From an optimization exercise on the open Yosys and OpenROAD flow, aimed at small area, a short achievable clock period and few clock cycles per item; shortcuts taken in it are not production practice.
Only simulation tests tie the RTL to the original design; equivalence was not proved.
Power figures rest on the tool's default switching activity, not on a simulated workload.

==> flow/design.v (excerpt) <==
module sqrt_mult_system (
    input clk_i,
    input rst_i,
    input start_i,
    input [7:0] a_bi,
    input [7:0] b_bi,
    output [15:0] result,
    output done
);
    wire [18:0] d;
    wire p000;
    wire p001;
    wire p002;
    wire p003;
    wire p004;
    wire p005;
    wire p006;
    wire p007;
    wire p008;
    wire p009;
    wire p010;
    wire p011;
    wire p012;
    wire p013;
    wire p014;
    wire p015;
    wire p016;
    wire p017;
    wire p018;
    wire p019;
    wire p020;
    wire p021;
    wire p022;
    wire p023;
    wire p024;
    wire p025;
    wire p026;
    wire p027;
    wire p028;
    wire p029;
    wire p030;
    wire p031;
    wire p032;
    wire p033;
    wire p034;
    wire p035;
    wire p036;
    wire p037;
    wire p038;
    wire p039;
    wire p040;
    wire p041;
    wire p042;
    wire p043;
    wire p044;
    wire p045;
    wire p046;
    wire p047;
    wire p048;
    wire p049;
    wire p050;
    wire p051;
    wire p052;
    wire p053;
    wire p054;
    wire p055;
    wire p056;
    wire p057;
    wire p058;
    wire p059;
    wire p060;
    wire p061;
    wire p062;
    wire p063;
    wire p064;
    wire p065;
    wire p066;
    wire p067;
    wire p068;
    wire p069;
    wire p070;
    wire p071;
    wire p072;
    wire p073;
    wire p074;
    wire p075;
    wire p076;
    wire p077;
    wire p078;
    wire p079;
    wire p080;
    wire p081;
    wire p082;
    wire p083;
    wire p084;
    wire p085;
    wire p086;
    wire p087;
    wire p088;
    wire p089;
    wire p090;
    wire p091;
    wire p092;
    wire p093;
    wire p094;
    wire p095;
    wire p096;
    wire p097;
    wire p098;
    wire p099;
    wire p100;
    wire p101;
    wire p102;
    wire p103;
    wire p104;
    wire p105;
    wire p106;
    wire p107;
    wire p108;
    wire p109;
    wire p110;
    wire p111;
  ...
Size in the first run: about 20 flip-flops.
==> flow/config.mk <==
export PLATFORM = sky130hd
export DESIGN_NAME = sqrt_mult_system
export DESIGN_NICKNAME = sqrt_mult_system
export VERILOG_FILES = /design/flow/design.v
export SDC_FILE = /design/flow/constraint.sdc
export NUM_CORES = 4
export LEC_CHECK = 0
export CAP_MARGIN = 20
export CORE_MARGIN = 2
export CORE_UTILIZATION = 60
export SETUP_SLACK_MARGIN = 2.0
export SLEW_MARGIN = 20
==> flow/constraint.sdc <==
create_clock -name core_clock -period 5.0 [get_ports {clk_i}]
set_input_delay 1.0000 -clock core_clock [delete_from_list [all_inputs] [get_ports {clk_i}]]
set_output_delay 1.0000 -clock core_clock [all_outputs]
set_load 0.01 [all_outputs]
standard.sh (not shown) runs the stock make flow with config.mk's settings and CLKGATE_MAP_FILE= SYNTH_SCRIPT=/design/flow/synth_recipe.tcl, a recipe that flattens the netlist after the stock synthesis.
==> flow/flow/run.sh <==
#!/bin/bash
# Layout flow: the standard ORFS flow, with two changes.
#  1. Synthesis is ORFS's own script (with the standard flow's -nofsm -noshare wrapper,
#     flatten and renaming, as in synth_recipe.tcl), but ABC maps with the
#     script in flow/abc.script and full/half adder extraction can be skipped.
#  2. The port buffers inserted during placement are buf cells instead of
#     the slow clkdlybuf cells that buffer_ports picks by default.
# Settings come from flow/params.sh. Each tool's output goes to its own log.
set -euo pipefail
HERE=$(pwd)
source "$HERE/flow/params.sh"
export MY_ABC_SCRIPT="$HERE/flow/abc.script"
export MY_NOFA
export BUFFER_PORTS_ARGS="-buffer_cell $PORT_BUFFER"
sed "s#SYNTH_SCRIPT=[^ ]*#SYNTH_SCRIPT=$HERE/flow/synth.tcl#" standard.sh > my_standard.sh
bash my_standard.sh finish > flow_make.log 2>&1
==> flow/flow/abc.script <==
strash
dch
map -D 1000
topo
stime -c
==> flow/flow/params.sh <==
MY_NOFA=1
PORT_BUFFER=sky130_fd_sc_hd__buf_1
==> flow/flow/synth.tcl <==
# synth_recipe.tcl with two hooks: abc runs flow/abc.script (MY_ABC_SCRIPT),
# and extract_fa is skipped when MY_NOFA is 1.
proc synth {args} { yosys synth -nofsm -noshare {*}$args }
proc abc {args} {
  set out {}
  set skip 0
  foreach a $args {
    if {$skip} { set skip 0; continue }
    if {$a eq "-script" || $a eq "-D"} { set skip 1; continue }
    lappend out $a
  }
  lappend out -script $::env(MY_ABC_SCRIPT)
  yosys abc {*}$out
}
if {$::env(MY_NOFA)} { proc extract_fa {args} {} }
source $::env(SCRIPTS_DIR)/synth.tcl
# left out here: clear keep_hierarchy, flatten, clean up, hide names made inside functions, write 1_2_yosys.v
The starting point produced a clean layout.
Testbench counts at the start, summed over its fixed seeds: cycles 8,000, items 4,000.
==> next run, changes <==
==> flow/flow/abc.script (replaced) <==
strash
dch
map -D 1000
topo
stime -c
buffer -c
upsize -c -D 1000
dnsize -c -D 1000
CORE_UTILIZATION = 40   (was 60)
SETUP_SLACK_MARGIN = 2.2   (was 2.0)
Final area grows by 12%.
Count of clock-buffer cells in the layout is unchanged.
Hold slack improves by 0.048 ns.
Via count shrinks by 3.1%.
Utilization shrinks by 22 points.
Critical path depth shrinks by 1.
Maximum frequency grows by 4.2%.
Worst setup slack improves by 0.11 ns.
==> next run, changes <==
==> flow/flow/abc.script (replaced) <==
strash
dch
map -D 1000
topo
stime -c
After rerunning: Power decreases by a little under a tenth. Setup slack got worse by 0.057 ns. Routed wire length decreases by a few percent. Final cell count stays the same. Utilization increases by 1.5 points. Synthesized cell count decreases slightly. Final area decreases by a few percent. Global-route usage increases by 0.67 points. Non-clock buffer count increases by 2.
==> next run, changes <==
==> flow/flow/abc.script (replaced) <==
strash
dch
map -a
topo
stime -c
SETUP_SLACK_MARGIN = not set   (was 2.2)
After rerunning:
- The new run finished clean
- routed wire length is lower by a few percent
- setup slack degrades by 0.44 ns
- cell count goes down by a few percent
- total power shrinks slightly
- critical path depth goes down by 1
- via count shrinks by a few percent
==> next run, changes <==
==> flow/flow/abc.script (replaced) <==
strash
dch
map -D 1000
topo
stime -c
buffer -c
upsize -c -D 1000
dnsize -c -D 1000
SETUP_SLACK_MARGIN = 2.0   (was not set)
Effect: The changed run completed without violations. Sequential cell count does not change. Power rises by 5.6%. Final area went up by 11%. Die area increases by 11%. Final cell count grows by 5.6%. Worst hold slack improved by 0.063 ns. Worst setup slack improves by 0.35 ns.
==> next run, changes <==
--- a/flow/flow/run.sh
+++ b/flow/flow/run.sh
@@ -5 +5,3 @@
-#     script in flow/abc.script and full/half adder extraction can be skipped.
+#     script in flow/abc.script (the logic feeding the output ports first,
+#     with flow/abc_post.script if present), and full/half adder extraction
+#     can be skipped.
@@ -12,0 +15 @@
+if [ -f "$HERE/flow/abc_post.script" ]; then export MY_ABC_POST_SCRIPT="$HERE/flow/abc_post.script"; fi
==> flow/flow/abc.script (replaced) <==
strash
dch
map -D 1000
topo
stime -c
==> flow/flow/abc_post.script (new file) <==
strash
dch
map -D 300
topo
stime -c
--- a/flow/flow/synth.tcl
+++ b/flow/flow/synth.tcl
@@ -1,2 +1,4 @@
-# synth_recipe.tcl with two hooks: abc runs flow/abc.script (MY_ABC_SCRIPT),
-# and extract_fa is skipped when MY_NOFA is 1.
+# synth_recipe.tcl with hooks: abc runs flow/abc.script (MY_ABC_SCRIPT);
+# when MY_ABC_POST_SCRIPT is set, the logic in the input cone of the output
+# ports (back to the flip-flops) is mapped first, with that script; and
+# extract_fa is skipped when MY_NOFA is 1.
@@ -11,0 +14,6 @@
+  if {[info exists ::env(MY_ABC_POST_SCRIPT)] && $::env(MY_ABC_POST_SCRIPT) ne ""} {
+    set outp $out
+    lappend outp -script $::env(MY_ABC_POST_SCRIPT)
+    yosys select -set postcone o:* %ci*:-sky130_fd_sc_hd__dfxtp_1
+    yosys abc {*}$outp @postcone
+  }
=> The changed run completed without violations; total power goes up by a little under a tenth; first-iteration DRC count goes up by well over a third; critical path depth goes down by 1; cell count goes up by roughly a tenth; routed wire length goes up by roughly a tenth; cell area goes up by a few percent; via count goes up by about a fifth; utilization goes up by 1.0 points; combinational power goes up by a few percent; count of clock-buffer cells in the layout goes up by 1.

[separate check: timing with driven ports]
Ports are ideal in the flow. The routed layouts listed here were re-timed in OpenROAD.
Step 1 sets driving cells, clkbuf_16 on the clock port and buf_2 on the other inputs (assumed; they add their load-dependent delay and slew).
Step 2 also shifts input and output timing later by t, the mid clock arrival at the registers, as if the neighbouring blocks saw the same clock.
Three values: ideal ports, drivers, drivers and shift; two values: the first two.
run | t (ns) | setup WS [ns] | worst setup path after step 2 | cell pins on the clock port's net
the first run | 0.314 | 2.198 / 2.177 / 2.019 | input to register | 1
the second run | 0.273 | 2.311 / 2.285 / 2.374 | input to register | 1
the third run | 0.316 | 2.254 / 2.232 / 2.196 | input to register | 1
the fourth run | 0.311 | 1.814 / 1.793 / 2.040 | input to register | 1
the fifth run | 0.272 | 2.169 / 2.144 / 2.380 | input to register | 1
the sixth run | 0.278 | 2.295 / 2.272 / 2.035 | input to register | 1
After both steps setup and hold are still met in every run listed. For the sixth run, which loses most, drivers alone change the setup slack by -0.023 ns; drivers and shift together by -0.260 ns.
